This design comes from an exercise in tuning for small area, a short achievable clock period and few clock cycles on the open sky130 flow, not from production work.
Only simulation tests tie the RTL to the original design; equivalence was not proved.
No activity file was given, so power comes from the tool's default toggle rates.

--- flow/design.v ---
`timescale 1ns/1ps
module vector_element_alu_x1 (
        input  logic [7:0] A,
        input  logic [7:0] B,
        input  logic [2:0] sel,
        output logic [7:0] R,
        output logic [3:0] MHI
    );
    logic [7:0] add_sub_out;
    logic [7:0] mlo;
    assign add_sub_out = A + (B ^ {8{sel[0]}}) + {7'd0, sel[0]};
    assign mlo         = A * {4'd0, B[3:0]};
    assign MHI         = A[3:0] * B[7:4];
    always_comb begin
        case (sel)
            3'b000, 3'b001, 3'b011: R = add_sub_out;
            3'b010:                 R = mlo;
            3'b100:                 R = A & B;
            3'b101:                 R = A | B;
            3'b110:                 R = A ^ B;
            default:                R = ~A;
        endcase
    end
endmodule
module vector_element_alu_x2 (
        input  logic [7:0] R,
        input  logic [3:0] MHI,
        input  logic [2:0] sel,
        output logic [7:0] S
    );
    always_comb begin
        case (sel)
            3'b010:  S = {R[7:4] + MHI, R[3:0]};
            3'b011:  S = {{7{R[7]}}, |R};
            default: S = R;
        endcase
    end
endmodule
`timescale 1ns/1ps
module vec_accel (
        input  logic       clk,
        input  logic       rst_l,
        input  logic [7:0] in_data,
        input  logic       in_valid,
        output logic       in_ready,
        output logic [7:0] out_data,
        output logic       out_valid
    );
    localparam int LANES = 4;               
    localparam int K     = 16 / LANES;      
    localparam int KB    = $clog2(K);
    localparam int LB    = $clog2(LANES);
    localparam int CW    = 8 * LANES;       
    localparam int D     = 3;               
    localparam int WS    = K - D;           
    localparam int Q     = 4;               
    localparam int QB    = $clog2(Q);
    localparam int NR    = 16;              
    logic [KB-1:0] phase;
    always_ff @(posedge clk, negedge rst_l)
        if (!rst_l) phase <= '0;
        else        phase <= phase + 1'b1;
    logic [NR-1:0][K-1:0][CW-1:0] ring;
    logic [NR-1:0] wr_en;
    logic [CW-1:0] wr_data;
    genvar gr, gs;
    generate
        for (gr = 0; gr < NR; gr++) begin : g_reg
            for (gs = 0; gs < K; gs++) begin : g_stage
                if (gs == WS) begin : g_w
                    always_ff @(posedge clk)
                        ring[gr][gs] <= wr_en[gr] ? wr_data : ring[gr][(gs + 1) % K];
                end else begin : g_s
                    always_ff @(posedge clk)
                        ring[gr][gs] <= ring[gr][(gs + 1) % K];
                end
            end
        end
    endgenerate
    typedef enum logic [2:0] {S_LO, S_HI, S_LEN, S_SCAL, S_VEC} fstate_t;
    typedef enum logic [3:0] {
        F_NOP, F_LOAD, F_BCAST, F_RET, F_MOV, F_VVI, F_VV, F_VSI, F_VSA, F_RED
    } fkind_t;
    fstate_t    fst;
    fkind_t     fk;
    logic [7:0] inst_lo, inst_hi;
    logic [4:0] len_r;
    logic [7:0] scal_r;
    logic [3:0] idx;
    logic       vec_last;
    logic       vec_last2;      
    logic [15:0][7:0] imm;
    logic [15:0] imm_we_oh;
    logic [7:0] imm_byte_q;
    logic       imm_owned;
    logic       imm_release;
    logic [Q-1:0] cnt_res;      
    logic        push_d;        
    logic        p_valid;       
    logic        pop;
    fkind_t hi_kind;
    always_comb begin
        hi_kind = F_NOP;
        if (!inst_lo[7]) begin
            if (inst_lo[6:4] == 3'b001)      hi_kind = F_LOAD;
            else if (inst_lo[6:4] == 3'b010) hi_kind = F_BCAST;
        end else begin
            case (in_data[7:4])
                4'b0001: hi_kind = F_RET;
                4'b0010: hi_kind = F_MOV;
                4'b1110: hi_kind = F_VVI;
                4'b1010: hi_kind = F_VV;
                4'b1111: hi_kind = F_VSI;
                4'b1011: hi_kind = F_VSA;
                4'b1001, 4'b1000: hi_kind = F_RED;
                default: hi_kind = F_NOP;
            endcase
        end
    end
    logic take;
    assign take = in_valid && in_ready;
    fstate_t     fst_n;
    logic [3:0]  idx_n;
    logic        vec_last_n, imm_owned_n;
    logic [Q-1:0] cnt_res_n;
    logic        full_n;
    always_comb begin
        push_d      = 1'b0;
        fst_n       = fst;
        idx_n       = idx;
        vec_last_n  = vec_last;
        imm_owned_n = imm_owned && !imm_release;
        if (take) begin
            case (fst)
                S_LO: fst_n = S_HI;
                S_HI: begin
                    push_d = hi_kind == F_RET || hi_kind == F_MOV || hi_kind == F_VV ||
                             hi_kind == F_VSA || hi_kind == F_RED;
                    if (hi_kind == F_LOAD || hi_kind == F_BCAST || hi_kind == F_VVI)
                        fst_n = S_LEN;
                    else if (hi_kind == F_VSI)
                        fst_n = S_SCAL;
                    else
                        fst_n = S_LO;
                end
                S_LEN: begin
                    idx_n      = '0;
                    vec_last_n = in_data[4:0] == 5'd1;
                    if (fk == F_BCAST)
                        fst_n = S_SCAL;
                    else if (in_data[4:0] == 5'd0) begin
                        push_d = 1'b1;
                        fst_n  = S_LO;
                    end else
                        fst_n = S_VEC;
                end
                S_SCAL: begin
                    push_d = 1'b1;
                    fst_n  = S_LO;
                end
                S_VEC: begin
                    if (idx == 4'd0)
                        imm_owned_n = 1'b1;
                    idx_n      = idx + 1'b1;
                    vec_last_n = vec_last2;
                    if (vec_last) begin
                        push_d = 1'b1;
                        fst_n  = S_LO;
                    end
                end
                default: fst_n = S_LO;
            endcase
        end
        case ({push_d, pop})
            2'b10: begin
                cnt_res_n = {cnt_res[Q-2:0], 1'b1};
                full_n    = cnt_res[Q-2];
            end
            2'b01: begin
                cnt_res_n = {1'b0, cnt_res[Q-1:1]};
                full_n    = 1'b0;
            end
            default: begin
                cnt_res_n = cnt_res;
                full_n    = cnt_res[Q-1];
            end
        endcase
    end
    always_ff @(posedge clk, negedge rst_l) begin
        if (!rst_l) begin
            fst       <= S_LO;
            fk        <= F_NOP;
            idx       <= '0;
            vec_last  <= 1'b0;
            vec_last2 <= 1'b0;
            imm_we_oh <= '0;
            imm_owned <= 1'b0;
            p_valid   <= 1'b0;
            cnt_res   <= '0;
            in_ready  <= 1'b1;
        end else begin
            imm_we_oh <= (take && fst == S_VEC) ? 16'(1) << idx : '0;
            p_valid   <= push_d;
            cnt_res   <= cnt_res_n;
            fst       <= fst_n;
            idx       <= idx_n;
            vec_last  <= vec_last_n;
            if (take && fst == S_LEN)
                vec_last2 <= in_data[4:0] == 5'd2;
            else if (take && fst == S_VEC)
                vec_last2 <= {1'b0, idx} + 5'd3 == len_r;
            imm_owned <= imm_owned_n;
            if (take && fst == S_HI)
                fk <= hi_kind;
            in_ready  <= !(fst_n != S_LO && !(fst_n == S_VEC && !vec_last_n) && full_n) &&
                         !(fst_n == S_VEC && imm_owned_n &&
                           ((take && fst == S_LEN) || (!take && idx == 4'd0)));
        end
    end
    always_ff @(posedge clk) begin
        if (take && fst == S_LO) inst_lo <= in_data;
        if (take && fst == S_HI) inst_hi <= in_data;
        if (take && fst == S_LEN) len_r <= in_data[4:0];
        if (take && fst == S_SCAL) scal_r <= in_data;
        imm_byte_q <= in_data;
        for (int i = 0; i < 16; i++)
            if (imm_we_oh[i])
                imm[i] <= imm_byte_q;
    end
    localparam logic [1:0] B_VB = 2'd0, B_IMM = 2'd1, B_SCAL = 2'd2, B_ACC = 2'd3;
    typedef struct packed {
        logic [3:0] a;
        logic [3:0] b;
        logic [2:0] op;         
        logic [1:0] bsel;
        logic       mask;       
        logic [4:0] len;
        logic [7:0] scal;
        logic       we;         
        logic       zero_a;
        logic       red;
        logic       red_ret;
        logic       own_imm;
        logic       ret;        
    } op_t;
    logic [15:0][4:0] vlen;
    logic [4:0] la, lb, lnew;
    op_t        pe;
    logic       lwe;
    always_ff @(posedge clk) begin
        if (fst == S_HI) begin
            la <= vlen[inst_lo[3:0]];
            lb <= vlen[in_data[3:0]];
        end
    end
    always_comb begin
        pe         = '0;
        pe.a       = inst_lo[3:0];
        pe.b       = inst_hi[3:0];
        pe.op      = inst_lo[6:4];
        pe.len     = len_r;
        pe.scal    = scal_r;
        lwe        = 1'b0;
        lnew       = len_r;
        case (fk)
            F_LOAD: begin
                pe.we = 1'b1; pe.zero_a = 1'b1; pe.op = 3'b101; pe.bsel = B_IMM; pe.mask = 1'b1;
                pe.own_imm = len_r != 5'd0;
                lwe = 1'b1; lnew = len_r;
            end
            F_BCAST: begin
                pe.we = 1'b1; pe.zero_a = 1'b1; pe.op = 3'b101; pe.bsel = B_SCAL; pe.mask = 1'b1;
                lwe = 1'b1; lnew = len_r;
            end
            F_MOV: begin
                pe.we = 1'b1; pe.zero_a = 1'b1; pe.op = 3'b101; pe.bsel = B_VB;
                lwe = 1'b1; lnew = lb;
            end
            F_RET: begin
                pe.ret = 1'b1; pe.zero_a = 1'b1; pe.op = 3'b101; pe.bsel = B_VB; pe.len = lb;
            end
            F_VVI: begin
                pe.we = 1'b1; pe.bsel = B_IMM; pe.mask = 1'b1;
                pe.own_imm = len_r != 5'd0;
                lwe = 1'b1; lnew = (la > len_r) ? la : len_r;
            end
            F_VV: begin
                pe.we = 1'b1; pe.bsel = B_VB;
                lwe = 1'b1; lnew = (la > lb) ? la : lb;
            end
            F_VSI: begin
                pe.we = 1'b1; pe.bsel = B_SCAL;
            end
            F_VSA: begin
                pe.we = 1'b1; pe.bsel = B_ACC;
            end
            F_RED: begin
                pe.red = 1'b1; pe.red_ret = inst_hi[4]; pe.len = la;
            end
            default: ;
        endcase
    end
    always_ff @(posedge clk)
        if (p_valid && lwe)
            vlen[inst_lo[3:0]] <= lnew;
    typedef struct packed {
        logic [3:0] kind;
        logic [3:0] a;
        logic [2:0] op;
        logic [4:0] len;
        logic [7:0] pay;
    } qent_t;
    localparam int QEW = 24;             
    logic [Q-1:0][QEW-1:0] qmem;
    qent_t ce, qc;
    always_comb begin
        ce      = '0;
        ce.kind = fk;
        ce.a    = inst_lo[3:0];
        ce.op   = (fk == F_RED) ? {inst_hi[4], inst_lo[5:4]} : inst_lo[6:4];
        ce.len  = pe.len;
        ce.pay  = (fk == F_BCAST || fk == F_VSI) ? scal_r : {4'd0, inst_hi[3:0]};
    end
    logic [QB-1:0] q_wp, q_rp;
    logic [Q-1:0]  q_cnt;          
    logic          q_ne;           
    assign q_ne = q_cnt[0];
    always_ff @(posedge clk)
        if (p_valid)
            qmem[q_wp] <= ce;
    always_ff @(posedge clk, negedge rst_l) begin
        if (!rst_l) begin
            q_wp  <= '0;
            q_rp  <= '0;
            q_cnt <= '0;
        end else begin
            if (p_valid) q_wp <= (q_wp == QB'(Q - 1)) ? '0 : q_wp + 1'b1;
            if (pop)     q_rp <= (q_rp == QB'(Q - 1)) ? '0 : q_rp + 1'b1;
            case ({p_valid, pop})
                2'b10: q_cnt <= {q_cnt[Q-2:0], 1'b1};
                2'b01: q_cnt <= {1'b0, q_cnt[Q-1:1]};
                default: ;
            endcase
        end
    end
    op_t qh;
    assign qc = qmem[q_rp];
    always_comb begin
        qh      = '0;
        qh.a    = qc.a;
        qh.b    = qc.pay[3:0];
        qh.op   = qc.op;
        qh.len  = qc.len;
        qh.scal = qc.pay;
        case (qc.kind)
            F_LOAD: begin
                qh.we = 1'b1; qh.zero_a = 1'b1; qh.op = 3'b101; qh.bsel = B_IMM; qh.mask = 1'b1;
                qh.own_imm = qc.len != 5'd0;
            end
            F_BCAST: begin
                qh.we = 1'b1; qh.zero_a = 1'b1; qh.op = 3'b101; qh.bsel = B_SCAL; qh.mask = 1'b1;
            end
            F_MOV: begin
                qh.we = 1'b1; qh.zero_a = 1'b1; qh.op = 3'b101; qh.bsel = B_VB;
            end
            F_RET: begin
                qh.ret = 1'b1; qh.zero_a = 1'b1; qh.op = 3'b101; qh.bsel = B_VB;
            end
            F_VVI: begin
                qh.we = 1'b1; qh.bsel = B_IMM; qh.mask = 1'b1;
                qh.own_imm = qc.len != 5'd0;
            end
            F_VV:  begin qh.we = 1'b1; qh.bsel = B_VB; end
            F_VSI: begin qh.we = 1'b1; qh.bsel = B_SCAL; end
            F_VSA: begin qh.we = 1'b1; qh.bsel = B_ACC; end
            F_RED: begin
                qh.red = 1'b1; qh.red_ret = qc.op[2]; qh.op = {1'b0, qc.op[1:0]};
            end
            default: ;
        endcase
    end
    op_t           cur;
    logic          busy;
    logic [KB-1:0] scnt;
    logic [4:0] out_cnt;
    logic       out_nz;         
    logic [3:0] out_idx;
    logic [3:0] out_dly;
    logic [3:0] tok;
    logic [1:0] tok_wp, tok_rp;
    logic [2:0] tok_cnt;
    logic [1:0][7:0] rbf;             
    logic       rbf_wp, rbf_rp;
    logic [1:0] rbf_cnt;
    logic [1:0] red_out;              
    logic [7:0] acc;
    logic x_valid, x_first, x_last, x_red, x_red_ret;
    logic y_valid, y_first, y_last, y_red, y_red_ret;
    logic red_busy, hazard, start, pop_ret, rgo, rgo_pend, rgo_direct;
    logic          rbusy;           
    logic [KB-1:0] rcnt;
    logic [3:0]    pb;              
    logic          cur_uses_b, qh_uses_b;
    logic          rpend;
    logic [3:0]    rp_b;
    logic [4:0]    rp_len;
    logic          go_free;         
    assign cur_uses_b = cur.we && cur.bsel == B_VB;
    assign qh_uses_b  = qh.we && qh.bsel == B_VB;
    assign red_busy = red_out == 2'd2;
    assign go_free  = !out_nz && (!rbusy || rcnt == KB'(K - 1));
    logic cur_reading;
    assign cur_reading = busy && scnt != KB'(K - 1);
    assign rgo_pend = rpend && go_free &&
                      !(cur_reading && (cur_uses_b || (cur.we && cur.a == rp_b)));
    always_comb begin
        hazard = 1'b0;
        if (qh.bsel == B_ACC && !qh.red &&
            ((busy && cur.red && !cur.red_ret) || (x_red && !x_red_ret) ||
             (y_red && !y_red_ret)))
            hazard = 1'b1;
        if (qh_uses_b && ((rbusy && rcnt != KB'(K - 1)) || rgo_pend))
            hazard = 1'b1;
        if (rpend && ((qh.we && qh.a == rp_b) || qh.ret))
            hazard = 1'b1;
        if (qh.red && qh.red_ret && red_busy)
            hazard = 1'b1;
    end
    assign start      = q_ne && !qh.ret && (!busy || scnt == KB'(K - 1)) && !hazard;
    assign pop_ret    = q_ne && qh.ret && !hazard;
    assign rgo_direct = pop_ret && qh.len != 5'd0 && go_free &&
                        !(cur_reading && (cur_uses_b || (cur.we && cur.a == qh.b)));
    assign rgo        = rgo_pend || rgo_direct;
    assign pop        = start || pop_ret;
    always_ff @(posedge clk, negedge rst_l) begin
        if (!rst_l) begin
            rbusy <= 1'b0;
            rcnt  <= '0;
            rpend <= 1'b0;
        end else begin
            if (rgo) begin
                rbusy <= 1'b1;
                rcnt  <= '0;
            end else if (rbusy) begin
                rcnt <= rcnt + 1'b1;
                if (rcnt == KB'(K - 1))
                    rbusy <= 1'b0;
            end
            if (rgo_pend)
                rpend <= 1'b0;
            if (pop_ret && qh.len != 5'd0 && !rgo_direct)
                rpend <= 1'b1;
        end
    end
    always_ff @(posedge clk) begin
        if (pop_ret) begin
            rp_b   <= qh.b;
            rp_len <= qh.len;
        end
        if (rgo)
            pb <= rgo_pend ? rp_b : qh.b;
        else if (start && qh_uses_b)
            pb <= qh.b;
    end
    logic imm_rel_done;     
    assign imm_release = busy && cur.own_imm && !imm_rel_done &&
                         (phase == '0 || scnt == KB'(K - 3));
    always_ff @(posedge clk, negedge rst_l)
        if (!rst_l)
            imm_rel_done <= 1'b0;
        else if (start)
            imm_rel_done <= 1'b0;
        else if (imm_release)
            imm_rel_done <= 1'b1;
    always_ff @(posedge clk, negedge rst_l) begin
        if (!rst_l) begin
            busy <= 1'b0;
            scnt <= '0;
        end else begin
            if (start) begin
                busy <= 1'b1;
                scnt <= '0;
            end else if (busy) begin
                scnt <= scnt + 1'b1;
                if (scnt == KB'(K - 1))
                    busy <= 1'b0;
            end
        end
    end
    always_ff @(posedge clk)
        if (start)
            cur <= qh;
    logic [CW-1:0] head_a, head_b, imm_c;
    logic [NR-1:0][CW-1:0] heads;
    logic [K-1:0][CW-1:0]  obuf;
    logic [3:0]            cur_a;
    generate
        for (gr = 0; gr < NR; gr++) begin : g_head
            assign heads[gr] = ring[gr][0];
        end
    endgenerate
    assign cur_a  = cur.a;
    assign head_a = heads[cur_a];
    assign head_b = heads[pb];
    always_ff @(posedge clk) begin
        for (int i = 0; i < K - 1; i++)
            obuf[i] <= obuf[i + 1];
        obuf[K - 1] <= rbusy ? head_b : obuf[0];
    end
    logic [4:0] lane0;
    assign lane0 = 5'(phase) * 5'(LANES);
    always_comb
        for (int l = 0; l < LANES; l++)
            imm_c[l*8 +: 8] = imm[4'(lane0 + 5'(l))];
    logic [CW-1:0]    r_b, r_a;
    logic [LANES-1:0] r_in;
    logic [7:0]       r_ident;      
    always_comb
        case (cur.op[1:0])
            2'b00, 2'b01: r_ident = 8'h00;
            2'b10:        r_ident = 8'h7f;
            default:      r_ident = 8'h80;
        endcase
    always_comb begin
        for (int l = 0; l < LANES; l++) begin
            r_in[l] = lane0 + 5'(l) < cur.len;
            case (cur.bsel)
                B_VB:    r_b[l*8 +: 8] = head_b[l*8 +: 8];
                B_IMM:   r_b[l*8 +: 8] = imm_c[l*8 +: 8];
                B_SCAL:  r_b[l*8 +: 8] = cur.scal;
                default: r_b[l*8 +: 8] = acc;
            endcase
            if (cur.mask && !r_in[l])
                r_b[l*8 +: 8] = 8'h00;
            if (cur.zero_a)
                r_a[l*8 +: 8] = 8'h00;
            else if (cur.red && !r_in[l])
                r_a[l*8 +: 8] = r_ident;
            else
                r_a[l*8 +: 8] = head_a[l*8 +: 8];
        end
    end
    logic [CW-1:0]    x_a, x_b;
    logic [2:0]       x_op;
    logic [NR-1:0]    x_we, y_we;
    logic [LANES-1:0] x_rmask;
    always_ff @(posedge clk, negedge rst_l) begin
        if (!rst_l) begin
            x_valid   <= 1'b0;
            x_first   <= 1'b0;
            x_last    <= 1'b0;
            x_red     <= 1'b0;
            x_red_ret <= 1'b0;
            x_we      <= '0;
            y_valid   <= 1'b0;
            y_first   <= 1'b0;
            y_last    <= 1'b0;
            y_red     <= 1'b0;
            y_red_ret <= 1'b0;
            y_we      <= '0;
        end else begin
            x_valid   <= busy;
            x_first   <= busy && scnt == '0;
            x_last    <= busy && scnt == KB'(K - 1);
            x_red     <= busy && cur.red;
            x_red_ret <= busy && cur.red && cur.red_ret;
            x_we      <= '0;
            if (busy) begin
                if (cur.we)  x_we[cur.a] <= 1'b1;
            end
            y_valid   <= x_valid;
            y_first   <= x_first;
            y_last    <= x_last;
            y_red     <= x_red;
            y_red_ret <= x_red_ret;
            y_we      <= x_we;
        end
    end
    always_ff @(posedge clk) begin
        x_op    <= cur.op;
        x_a     <= r_a;
        x_b     <= r_b;
        x_rmask <= r_in;
    end
    logic [2:0]                y_op;
    logic [LANES-1:0][7:0]     y_res;
    logic [LANES-1:0][3:0]     y_mhi;
    logic [LANES-1:0][7:0]     x_res;
    logic [LANES-1:0][3:0]     x_mhi;
    genvar gl;
    generate
        for (gl = 0; gl < LANES; gl++) begin : g_lane
            vector_element_alu_x1 alu1 (
                .A(x_a[gl*8 +: 8]),
                .B(x_b[gl*8 +: 8]),
                .sel(x_op),
                .R(x_res[gl]),
                .MHI(x_mhi[gl])
            );
            vector_element_alu_x2 alu2 (
                .R(y_res[gl]),
                .MHI(y_mhi[gl]),
                .sel(y_op),
                .S(wr_data[gl*8 +: 8])
            );
        end
    endgenerate
    always_ff @(posedge clk) begin
        y_op  <= x_op;
        y_res <= x_res;
        y_mhi <= x_mhi;
    end
    assign wr_en = y_we;
    function automatic logic [7:0] rcomb(input logic [1:0] op, input logic [7:0] p,
                                         input logic [7:0] q);
        logic lt;
        lt = $signed(p) < $signed(q);
        case (op)
            2'b00:   rcomb = p + q;
            2'b01:   rcomb = p | q;
            2'b10:   rcomb = lt ? p : q;
            default: rcomb = lt ? q : p;
        endcase
    endfunction
    logic [1:0] x_rop, y_rop, z_rop;
    assign x_rop = x_op[1:0];
    logic [LANES/2-1:0][7:0] y_pair;
    logic [7:0] z_part, racc, rnext;
    logic z_first, z_last, z_red, z_red_ret;
    always_ff @(posedge clk) begin
        for (int l = 0; l < LANES / 2; l++)
            y_pair[l] <= rcomb(x_rop, x_a[16*l +: 8], x_a[16*l+8 +: 8]);
        y_rop  <= x_rop;
        z_part <= rcomb(y_rop, y_pair[0], y_pair[1]);
        z_rop  <= y_rop;
    end
    always_ff @(posedge clk, negedge rst_l) begin
        if (!rst_l) begin
            z_first   <= 1'b0;
            z_last    <= 1'b0;
            z_red     <= 1'b0;
            z_red_ret <= 1'b0;
        end else begin
            z_first   <= y_first;
            z_last    <= y_last;
            z_red     <= y_red;
            z_red_ret <= y_red_ret;
        end
    end
    assign rnext = z_first ? z_part : rcomb(z_rop, racc, z_part);
    always_ff @(posedge clk) begin
        if (z_red)
            racc <= rnext;
        if (z_red && z_last && !z_red_ret)
            acc <= rnext;
        if (z_red && z_red_ret && z_last)
            rbf[rbf_wp] <= rnext;
    end
    logic [KB-1:0] out_stage;
    logic [CW-1:0] out_chunk;
    logic          out_emit;
    logic          out_dz;      
    assign out_chunk = obuf[out_stage];
    assign out_emit  = out_nz && out_dz;
    logic tok_head, tok_ne, emit_ring, emit_red, push_tok;
    assign tok_ne    = tok_cnt != 3'd0;
    assign tok_head  = tok[tok_rp];
    assign emit_ring = tok_ne && tok_head && out_emit;
    assign emit_red  = tok_ne && !tok_head && rbf_cnt != 2'd0;
    assign push_tok  = (pop_ret && qh.len != 5'd0) || (start && qh.red && qh.red_ret);
    always_ff @(posedge clk)
        if (push_tok)
            tok[tok_wp] <= qh.ret;
    always_ff @(posedge clk, negedge rst_l) begin
        if (!rst_l) begin
            out_cnt     <= '0;
            out_nz      <= 1'b0;
            out_stage   <= '0;
            out_idx     <= '0;
            out_dly     <= '0;
            out_dz      <= 1'b1;
            tok_wp      <= '0;
            tok_rp      <= '0;
            tok_cnt     <= '0;
            rbf_wp      <= 1'b0;
            rbf_rp      <= 1'b0;
            rbf_cnt     <= '0;
            red_out     <= '0;
            out_valid   <= 1'b0;
            out_data    <= 8'h00;
        end else begin
            out_valid <= 1'b0;
            if (out_dly != 4'd0)
                out_dly <= out_dly - 1'b1;
            out_dz <= out_dly <= 4'd1;
            out_stage <= out_stage - 1'b1 +
                         KB'(emit_ring && out_idx[LB-1:0] == LB'(LANES - 1));
            if (emit_ring) begin
                out_valid <= 1'b1;
                out_data  <= out_chunk[out_idx[LB-1:0]*8 +: 8];
                out_idx   <= out_idx + 1'b1;
                out_cnt   <= out_cnt - 1'b1;
                out_nz    <= out_cnt != 5'd1;
            end else if (emit_red) begin
                out_valid <= 1'b1;
                out_data  <= rbf[rbf_rp];
                rbf_rp    <= !rbf_rp;
            end
            if (rgo) begin
                out_cnt   <= rgo_pend ? rp_len : qh.len;
                out_nz    <= 1'b1;
                out_idx   <= '0;
                out_stage <= ~phase;
                out_dly <= 4'(K);
                out_dz  <= 1'b0;
            end
            if (push_tok)
                tok_wp <= tok_wp + 1'b1;
            if ((emit_ring && out_cnt == 5'd1) || emit_red)
                tok_rp <= tok_rp + 1'b1;
            tok_cnt <= tok_cnt + push_tok - ((emit_ring && out_cnt == 5'd1) || emit_red);
            if (z_red && z_red_ret && z_last)
                rbf_wp <= !rbf_wp;
            rbf_cnt <= rbf_cnt + (z_red && z_red_ret && z_last) - emit_red;
            red_out <= red_out + (start && qh.red && qh.red_ret) - emit_red;
        end
    end
endmodule
--- flow/flow/run.sh ---
#!/bin/bash
set -euo pipefail
MARGIN=6.7
sed "s/CLKGATE_MAP_FILE= /CLKGATE_MAP_FILE= SETUP_SLACK_MARGIN=${MARGIN} /" standard.sh > standard_margin.sh
bash standard_margin.sh > flow.log 2>&1
--- flow/standard.sh ---
#!/bin/bash
# synth_recipe.tcl (not shown) runs the flow's synth.tcl, then flattens the netlist and writes it again
# the make line also repeats each setting of config.mk as NAME=value (left out here)
make -C /OpenROAD-flow-scripts/flow DESIGN_CONFIG=/design/flow/config.mk WORK_HOME=/design/flow/orfs CLKGATE_MAP_FILE= SYNTH_SCRIPT=/design/flow/synth_recipe.tcl "${@:-finish}"
--- flow/config.mk ---
export PLATFORM = sky130hd
export DESIGN_NAME = vec_accel
export DESIGN_NICKNAME = vec_accel
export VERILOG_FILES = /design/flow/design.v
export SDC_FILE = /design/flow/constraint.sdc
export NUM_CORES = 4
export LEC_CHECK = 0
export ABC_CLOCK_PERIOD_IN_PS = 3500
export CAP_MARGIN = 20
export CORE_MARGIN = 2
export CORE_UTILIZATION = 40
export CTS_CLUSTER_DIAMETER = 106
export CTS_CLUSTER_SIZE = 25
export PLACE_DENSITY = 0.6
export SLEW_MARGIN = 20
--- flow/constraint.sdc ---
create_clock -name core_clock -period 10.0 [get_ports {clk}]
set_input_delay 2.0000 -clock core_clock [delete_from_list [all_inputs] [get_ports {clk}]]
set_output_delay 2.0000 -clock core_clock [all_outputs]
set_load 0.01 [all_outputs]
==> qor.yml, run 1 <==
status: "timing/DRC/antenna clean"
synth_compound_area_share_pct: 7.88
cts_tree: "built"
worstHoldStart: "ring[959]"
fp.dieH_um: 501
peakVddDrop_mv: 0.219
syn_area_mm2: 0.0988
viasPerCell: 5.32
maxSlewHeadroom_pct: 26.8
grt_pass1_vias: 57295
synthAdderAreaFrac_pct: 4.78
cp_slowest_cell: "dfstp_2"
synth_cell_types: 93
path_clk_slew_ns: 0.10
place_congestion: 0.879
netlist_instances: 7451
holdCritPathClass: "reg2reg"
min_period_ns: 3.49
layout_commonest_cell: "dfxtp_1"
cts_max_level: 4
critPathRequiredTime_ns: 8.00
synth-simple-area-share_pct: 5.73
wl_mm: 251
cp_num_buf_inv: 1
ys_warn_count: 3
post_drt_wl_per_cell_um: 23.5
initial_core_util_pct: 40.2
fp.dieW_um: 501
rows: 182
ant_nets: 0
cp-end-kind: "primary output"
synth-xor-area-share_pct: 1.69
met3_usage_pct: 3.17
clockRootBuffer: "clkbuf_16"
port-buffer-count: 20
critPathTopFamily: "flip-flops"
cts_buffer_depth: 3
drt_first_pass_iters: 7
finalWorstSetupSlack_ns: 6.51
reg2reg_from: "q_rp[0]"
drv_cap: 0
layout_common_cells: "dfxtp_1 (2288), nor2_1 (649), a21oi_1 (591)"
syn-num-nets: 7810
grtUsageTotal_pct: 19.8
synthArstFlopShare_pct: 4.69
drc: 0
tightest_slew_ns: 1.09
cts_buffers: 135
syn_area_per_cell_um2: 13.3
rsz0062_at_grt: "yes"
path_max_fanout: 2
num-nets-final: 7762
reg2reg_to: "tok_cnt[1]"
path_cells: "buf_6"
dpl.hpwl_mm: 160
ys_seq_area_share_pct: 63.3
power_leakage_uw: 0.0425
synth_seq_cells: 2880
clkLatencyLatePin_ns: 0.85
pre_cts_ws_ns: 4.90
area_growth_pct: 9.04
fin_skew_ns: 0.0533
busiest_layer: "met2"
cts_sinks: 2880
use_met1_pct: 27.1
grt_pass1_wl_mm: 375
ff2ff_setup_slack_ns: 6.61
antenna_found_initial: 9
core-area_mm2: 0.246
fin_crit_sh_pct: 34.9
cp-start-kind: "register"
fmax_mhz: 286
dieArea_mm2: 0.251
whs_endpoint: "ring[927]"
ys.flop_type: "dfxtp_1"
p_per_area_mw_per_mm2: 344
fin_setup_tns_ns: 0
route.vias.total: 56799
grt_max_degree: 117
use_met2_pct: 32.3
drt_iter0_drc: 4986
power.total_uw: 37100
synth_mux_area_share_pct: 13.9
setup_viol: 0
synth_top_family_by_area: "multiplexers"
min_path_cells: 0
reg2reg_depth: 12
gr-total-overflow: 0
drv_slew: 0
max_stage_delay_ns: 0.57
crit_arrival_ns: 1.49
hold_viol_final: 0
crit_type: "reg2out"
drive_gt1_share_pct: 16.1
synth_edf_count: 417
pin_count: 21
[synthesized netlist by cell type (all sizes together) (36+ instances only)]
cell,instances,area [µm²]
a21oi,596,2980
nor3,55,280
dfrtp,133,3330
nand2,327,1230
nor2b,39,246
ha,299,3740
a21o,47,353
clkbuf,302,1130
xnor2,131,1150
nor2,659,2470
a22o,39,342
mux4,454,10200
o21ai,152,764
o22ai,96,601
buf,90,390
mux2,210,2360
a22oi,36,270
fa,49,981
mux2i,117,1170
xor2,60,526
edfxtp,417,12500
dfxtp,2328,46600
nand2b,48,300
nand3,52,260
inv,302,1130
[through the flow]
step	area [µm²]	hold WS, ns	utilization, %	cells
after floorplan	98900	0.310	-	7451
after detailed placement	102000	0.312	41.7	10396
after global placement	102000	0.310	41.7	10394
after global routing	108000	0.301	43.8	10667
final	108000	0.302	43.8	10668
after CTS	107000	0.297	43.6	10619
[registers in the layout, summed over array words and instances, names as in the netlist, 8 cells and up, named ones only]
| signal | count |
|---|---|
| x_we | 16 |
| qmem | 96 |
| vlen | 80 |
| imm | 128 |
| imm_byte_q | 8 |
| inst_lo | 8 |
| y_we | 16 |
| scal_r | 8 |
| acc | 8 |
| cur | 28 |
| imm_we_oh | 16 |
| z_part | 8 |
| racc | 8 |
| y_pair | 16 |
| out_data | 8 |
| x_b | 32 |
| ring | 2048 |
| y_res | 32 |
| y_mhi | 16 |
| obuf | 128 |
| x_a | 32 |
[what timing repair did]
item,4_1_cts,5_1_grt
buffers inserted,41,44
gates cloned,4,1
endpoints found under the hold margin,0,0
resized for setup,158,81
pin swaps,11,22
hold buffers,0,0
endpoints found under the setup margin,299,166
[worst max path at each step]
stage,startpoint,end,slack (ns),depth (start not counted)
after floorplan,p_valid,vlen[0],5.82,2
after global placement,in_data[2],in_ready,4.83,12
after detailed placement,in_data[2],in_ready,4.90,12
after CTS,in_ready,in_ready,6.44,1
after global routing,in_ready,in_ready,6.43,1
final,in_ready,in_ready,6.51,1
[layer usage]
| metal | share of wire (%) | vias up |
|---|---|---|
| li1 | - | 26120 |
| met1 | 45 | 28874 |
| met2 | 47 | 1497 |
| met3 | 5.5 | 306 |
| met4 | 2.7 | 2 |
| met5 | 0.0052 | - |
[area by class of cell]
type	count	area [µm²]
antenna	4	10.0
clock buffer	158	3490
clock inverter	20	454
fill	22000	138000
inverter	304	1180
multi-input combinational	3875	34000
sequential	2880	62700
tap	3220	4030
timing repair buffer	206	1880
timing repair inverter	1	7.51
[report_power, final]
group          total [µW]  switching, µW  internal, µW
registers           18200           2320         15900
logic               12700           7350          5310
clock network        6230           3660          2570
total               37100          13300         23800
[logic make-up (layout without fill, tap and decap cells)]
kind of cell	after synthesis	count (layout)
flip-flops	2880	2880
AND/OR/NAND/NOR	1307	1307
AO/OA/AOI/OAI	1248	1248
multiplexers	781	781
buffers and inverters	696	689
adder cells (fa/ha/maj)	348	348
XOR/XNOR	191	191
other	0	4
Testbench counts, summed over its fixed seeds: cycles 23,948.
==> run 2: changes to the inputs <==
==> flow/flow/run.sh (replaced) <==
#!/bin/bash
set -euo pipefail
MARGIN=6.5
sed "s/CLKGATE_MAP_FILE= /CLKGATE_MAP_FILE= SETUP_SLACK_MARGIN=${MARGIN} /" standard.sh > standard_margin.sh
bash standard_margin.sh > flow.log 2>&1
==> run 2 against run 1 <==
Against the previous run: hold slack got worse by 0.0022 ns; via count rose by 0.27%; critical path type unchanged; global-route usage is essentially flat; combinational power about the same; clock power hardly changed; sequential cell count did not move; sequential power is essentially flat; maximum frequency down 0.59%; sequential share of layout area up 0.19 points; critical endpoint unchanged; non-clock buffer count shrank 26; cell area is 0.40% lower; highest routed layer unchanged.
==> qor.yml, run 2 <==
multiInputGateArea_mm2: 0.0339
fmax_mhz: 285
post_drt_wl_per_cell_um: 23.6
layout_common_cells: "dfxtp_1 (2302), nor2_1 (652), a21oi_1 (591)"
ys_seq_area_share_pct: 63.3
cts_tree: "built"
dieArea_mm2: 0.251
ys_top_cells_by_count: "dfxtp_1 (2328), nor2_1 (659), a21oi_1 (596)"
viasPerCell: 5.35
place_congestion: 0.875
fin_crit_sh_pct: 35.1
dpl.hpwl_mm: 161
whs_endpoint: "ring[539]"
final-instance-count-excl-fill: 10646
synth_top_cell_area_share_pct: 47.2
fin_skew_ns: 0.0541
drt_first_pass_iters: 7
gr-total-overflow: 0
dp_cells: 10405
cp_slowest_cell: "dfstp_2"
cts_buffer_depth: 3
regArea_mm2: 0.0626
grt_pass1_wl_mm: 375
area_growth_pct: 8.61
synth_cell_types: 93
top_regs: "ring x2048, imm x128, obuf x128"
worstHoldStart: "ring[571]"
path_clk_slew_ns: 0.09
rows: 182
synthAdderAreaFrac_pct: 4.78
clkLatencyLatePin_ns: 0.84
route.vias.total: 56952
drive_gt1_share_pct: 15.3
path_cells: "buf_6"
cts_buffers: 136
core-area_mm2: 0.246
holdCritPathClass: "reg2reg"
crit_arrival_ns: 1.51
syn_area_mm2: 0.0988
max_stage_delay_ns: 0.59
critPathRequiredTime_ns: 8.00
synth-simple-area-share_pct: 5.73
peakVddDrop_mv: 0.222
path_max_fanout: 2
drv_cap: 0
synthTopCellsByArea: "dfxtp_1 (47%), edfxtp_1 (13%), mux4_2 (10%)"
wl_mm: 251
pre_cts_ws_ns: 4.88
ff2ff_setup_slack_ns: 6.57
ys_warn_count: 3
synthArstFlopShare_pct: 4.69
hold_viol_final: 0
min_path_cells: 0
ys.flop_type: "dfxtp_1"
synth_edf_count: 417
cp-end-kind: "primary output"
port-buffer-count: 20
cp_num_buf_inv: 1
largest_reg_flops: 2048
grt_max_degree: 81
p_per_area_mw_per_mm2: 345
power.total_uw: 37000
fin_setup_tns_ns: 0
clockRootBuffer: "clkbuf_16"
critPathTopFamily: "flip-flops"
maxSlewHeadroom_pct: 18.5
pin_count: 21
reg2reg_to: "tok_cnt[2]"
finalWorstSetupSlack_ns: 6.49
fp.dieH_um: 501
postCtsHoldBufs: 0
initial_core_util_pct: 40.2
fp.dieW_um: 501
synth_seq_cells: 2880
cp-start-kind: "register"
setup_viol: 0
syn_area_per_cell_um2: 13.3
cts_sinks: 2880
cts_max_level: 4
grtUsageTotal_pct: 19.8
syn-num-nets: 7810
crit_type: "reg2out"
reg2reg_from: "q_rp[0]"
num-fill-cells: 22010
top_register: "ring"
ant_nets: 0
drc: 0
synth_compound_area_share_pct: 7.88
num-nets-final: 7736
reg2reg_depth: 14
rsz0062_at_grt: "yes"
drt_iter0_drc: 4921
synth-xor-area-share_pct: 1.69
power_leakage_uw: 0.0424
drv_slew: 0
synth_mux_area_share_pct: 13.9
layout_commonest_cell: "dfxtp_1"
tightest_slew_ns: 1.22
yosysMostFrequentCell: "dfxtp_1"
status: "timing/DRC/antenna clean"
yosys.area.top_type: "dfxtp_1"
grt_pass1_vias: 57323
synth_top_family_by_area: "multiplexers"
antenna_found_initial: 7
min_period_ns: 3.51
netlist_instances: 7451
==> run 2: logic make-up after synthesis <==
kind of cell | after synthesis
and+or+nand+nor | 1307
buffers and inverters | 696
xor gates and xnor gates | 191
AOI/OAI and AO/OA | 1248
adders and majority gates | 348
DFF | 2880
muxes | 781
==> run 2: repair_timing <==
item / in CTS / in global routing
gates resized for setup: 106 / 56
pin swaps: 6 / 10
setup endpoints to repair: 186 / 90
setup buffers: 30 / 19
gates cloned: 4 / 0
==> run 2: power breakdown <==
group / switching, µW / total (µW) / internal [µW]
clock network: 3680 / 6260 / 2590
logic: 7300 / 12500 / 5210
registers: 2310 / 18200 / 15900
total: 13300 / 37000 / 23700
==> run 2: final cells by class <==
type	count	area share [%]
Clock inverter	24	0.442
Inverter	304	1.08
Sequential cell	2880	58.4
Tap cell	3220	3.76
Antenna cell	4	0.00933
Clock buffer	159	3.27
Timing Repair Buffer	180	1.44
Multi-Input combinational cell	3875	31.6
==> run 2: how the worst max path moves through the flow <==
| stage | slack, ns | cells past startpoint | endpoint | startpoint |
|---|---|---|---|---|
| floorplan | 5.82 | 2 | vlen[0] | p_valid |
| global placement | 4.90 | 12 | in_ready | in_data[2] |
| detailed placement | 4.88 | 12 | in_ready | in_data[2] |
| CTS | 6.42 | 1 | in_ready | in_ready |
| global route | 6.41 | 1 | in_ready | in_ready |
| finish | 6.49 | 1 | in_ready | in_ready |
==> run 2: worst reg2reg max path: stages, from the launching register on <==
cell      delay, ns
dfrtp_2        0.42
buf_6          0.13
buf_16         0.12
mux4_2         0.60
buf_4          0.19
nand2b_4       0.07
o41ai_4        0.08
or4_4          0.53
inv_4          0.09
a31oi_4        0.05
ha_4           0.30
inv_1          0.03
ha_1           0.19
fa_1           0.40
xnor2_1        0.13
==> run 2: routing by layer <==
layer / global-route usage (%) / up-vias / share of wire (%)
met5: 0 / - / 0.015
met4: 4.70 / 6 / 2.2
met3: 2.37 / 306 / 4.6
met2: 32.8 / 1503 / 48
met1: 27.6 / 29050 / 46
li1: - / 26087 / -
==> run 2: per-stage QoR <==
| step | instance area [µm²] | util, % | hold WS [ns] |
|---|---|---|---|
| after floorplan | 98900 | - | 0.310 |
| after global placement | 102000 | 41.7 | 0.310 |
| after detailed placement | 102000 | 41.7 | 0.312 |
| after CTS | 107000 | 43.5 | 0.287 |
| after global routing | 107000 | 43.7 | 0.304 |
| final | 107000 | 43.7 | 0.299 |
==> run 3: changes to the inputs <==
--- a/flow/design.v
+++ b/flow/design.v
@@ -199,3 +199,3 @@
             cnt_res   <= '0;
-            in_ready  <= 1'b1;
+            in_ready  <= 1'b0;
         end else begin
==> flow/flow/run.sh (replaced) <==
#!/bin/bash
set -euo pipefail
MARGIN=6.7
sed "s/CLKGATE_MAP_FILE= /CLKGATE_MAP_FILE= SETUP_SLACK_MARGIN=${MARGIN} /" standard.sh > standard_margin.sh
bash standard_margin.sh > flow.log 2>&1
==> run 3 against run 2 <==
Against the previous run: critical endpoint unchanged; highest routed layer unchanged; utilization rose by 0.20 points; setup slack better by 0.090 ns; synthesized area hardly changed; wire length grew 1.8%; clock power is 2% lower; cell count up 0.30%; cell area rose by 0.45%; first-iteration DRC count fell by 0.89%; maximum frequency is 2.6% higher.
==> qor.yml, run 3 <==
core-area_mm2: 0.246
dieArea_mm2: 0.251
maxSlewHeadroom_pct: 24.3
p_per_area_mw_per_mm2: 343
ys_warn_count: 3
fp.dieH_um: 501
layout_common_cells: "dfxtp_1 (2290), nor2_1 (648), a21oi_1 (587)"
cp-end-kind: "primary output"
crit_type: "reg2out"
fin_crit_sh_pct: 34.2
ant_nets: 0
rows: 182
power_leakage_uw: 0.0425
top_regs: "ring x2048, imm x128, obuf x128"
power_switching_uw: 13300
gr-total-overflow: 0
cp_num_buf_inv: 1
viasPerCell: 5.36
max_stage_delay_ns: 0.44
path_clk_slew_ns: 0.10
path_cells: "buf_6"
drt_iter0_drc: 4877
cp_slowest_cell: "dfrtp_2"
netlist_instances: 7451
ys_top_cells_by_count: "dfxtp_1 (2328), nor2_1 (659), a21oi_1 (596)"
route.vias.total: 57210
cts_sinks: 2880
peakVddDrop_mv: 0.217
p_seq_share_pct: 49.4
grt_max_degree: 81
grt_pass1_vias: 57100
synth-xor-area-share_pct: 1.69
tightest_slew_ns: 1.13
port-buffer-count: 20
antenna_found_initial: 8
holdCritPathClass: "reg2reg"
drv_cap: 0
final-instance-count-excl-fill: 10678
synth_edf_count: 417
synth_compound_area_share_pct: 7.88
dp_cells: 10401
power.total_uw: 37000
reg2reg_from: "q_rp[0]"
syn-num-nets: 7810
cts_buffers: 134
clkLatencyLatePin_ns: 0.85
worstHoldStart: "ring[1571]"
fmax_mhz: 292
initial_core_util_pct: 40.2
grt_pass1_wl_mm: 377
path_max_fanout: 3
synth_top_cell_area_share_pct: 47.2
yosysMostFrequentCell: "dfxtp_1"
top_register: "ring"
pwr-share-comb_pct: 34.0
critPathTopFamily: "flip-flops"
synth_mux_area_share_pct: 13.9
intPower_uw: 23800
drc: 0
ys_seq_area_share_pct: 63.3
cts_tree: "built"
setup.worst_path.start: "in_ready"
status: "timing/DRC/antenna clean"
yosys.area.top_type: "dfxtp_1"
synthTopCellsByArea: "dfxtp_1 (47%), edfxtp_1 (13%), mux4_2 (10%)"
synthAdderAreaFrac_pct: 4.78
place_congestion: 0.867
cp-start-kind: "register"
swShare_pct: 35.8
fin_skew_ns: 0.0513
syn_area_per_cell_um2: 13.3
pin_count: 21
post_drt_wl_per_cell_um: 23.9
synth-simple-area-share_pct: 5.73
largest_reg_flops: 2048
drive_gt1_share_pct: 16.4
ff2ff_setup_slack_ns: 6.62
grtUsageTotal_pct: 20.0
cts_buffer_depth: 3
crit_arrival_ns: 1.42
rsz0062_at_grt: "yes"
num-nets-final: 7775
hold_slack_ns: 0.309
critPathRequiredTime_ns: 8.00
synth_seq_cells: 2880
dpl.hpwl_mm: 166
syn_area_mm2: 0.0988
layout_commonest_cell: "dfxtp_1"
synth_cell_types: 93
area_growth_pct: 9.10
setup_viol: 0
p_clk_share_pct: 16.6
clockRootBuffer: "clkbuf_16"
fin_setup_tns_ns: 0
drv_slew: 0
min_period_ns: 3.42
ys.flop_type: "dfxtp_1"
wl_mm: 256
hold_viol_final: 0
synthArstFlopShare_pct: 4.69
fp.dieW_um: 501
synth_top_family_by_area: "multiplexers"
cts_max_level: 4
drt_first_pass_iters: 5
run 3: cell types whose count changed after synthesis, sizes merged:
cell and delta:
dfrtp +1, dfstp -1
run 3: logic make-up after synthesis:
family	Yosys count
adder cells (fa/ha/maj)	348
XOR/XNOR	191
AND/OR/NAND/NOR	1307
flip-flops	2880
multiplexers	781
buffers and inverters	696
AO/OA/AOI/OAI	1248
run 3: layer usage:
layer	routed length [µm]	GRT usage (%)	part of all wire [%]
met4	7450	5.80	2.9
met1	114000	27.7	45
met2	121000	32.9	47
met5	13	0	0.0051
met3	13000	2.58	5.1
run 3: worst reg2reg max path, cell delays in order, from the launching register on:
cell and delay [ns]:
dfrtp_1 0.40, buf_12 0.14, buf_12 0.12, mux4_2 0.61, buf_6 0.17, nor2b_4 0.14
nand2_4 0.06, or4_4 0.54, inv_4 0.08, a31oi_4 0.05, ha_4 0.31, inv_2 0.04
ha_4 0.15, fa_2 0.35, xnor2_1 0.13
run 3: final timing paths:
check,depth (start not counted),endpoint
worst max-delay path,1,in_ready
worst min register to register,0,ring[1539]
min in group asynchronous,1,rbf_rp
max in group asynchronous,2,y_we[14]
worst max register to register,14,tok_cnt[2]
worst min-delay path,0,ring[1539]
run 3: cell type report:
class                   count  area, µm²
fillers                 21869     138000
flip-flops and latches   2880      62700
multi-input cells        3875      34000
well taps                3220       4030
clock buffers             160       3510
repair buffers            220       2010
inverters                 304       1180
clock inverters            15        277
repair inverters            1       7.51
diodes                      3       7.51
run 3: power by group through the flow:
stage / Clock [µW] / Combinational (µW) / Sequential (µW)
6_report: 6130 / 12600 / 18300
3_5_place_dp: 0 / 12000 / 18500
4_1_cts: 6260 / 12400 / 18300
2_1_floorplan: 0 / 8690 / 17200
5_1_grt: 6670 / 13600 / 18700
3_3_place_gp: 0 / 11800 / 18400
run 3: what timing repair did:
action	4_1_cts	5_1_grt
gates cloned	4	1
endpoints found under the setup margin	331	215
hold buffers	0	0
gates resized for setup	207	85
endpoints found under the hold margin	0	0
pin swaps	16	23
buffers inserted	47	47
run 3: per-stage QoR:
step	utilization (%)	setup slack [ns]	instance area [µm²]
finish	43.9	6.58	108000
global route	43.9	6.52	108000
floorplan	-	5.82	98900
global placement	41.7	4.74	102000
detailed placement	41.7	4.77	102000
CTS	43.6	6.49	107000
Testbench counts of run 3, summed over its fixed seeds: cycles 23,948.

static timing again, ports no longer ideal:
Ports are ideal in the flow. The routed layouts listed here were re-timed in OpenROAD.
Step 1: set_driving_cell puts a clkbuf_16 on clk and a buf_2 on each other input, an assumption about the parent block.
Step 2 also shifts input and output timing later by t, the mid clock arrival at the registers, as if the neighbouring blocks saw the same clock.
a / b / c = no drivers / after step 1 / after step 2; a / b = the first two.
| run | t, ns | slack for setup (ns) | worst hold slack (ns) | worst setup path after step 2 | worst register clock-pin slew, ns |
|---|---|---|---|---|---|
| run 1 | 0.912 | 6.509 / 6.419 / 5.819 | 0.302 / 0.302 / 0.302 | input to register | 0.12 / 0.12 |
| run 2 | 0.903 | 6.488 / 6.402 / 5.667 | 0.299 / 0.299 / 0.299 | input to register | 0.11 / 0.11 |
| run 3 | 0.907 | 6.578 / 6.493 / 5.858 | 0.309 / 0.309 / 0.309 | input to register | 0.11 / 0.11 |
After both steps every run listed still meets setup and hold. For run 2, which loses most, drivers alone change the setup slack by -0.086 ns; drivers and shift together by -0.821 ns.
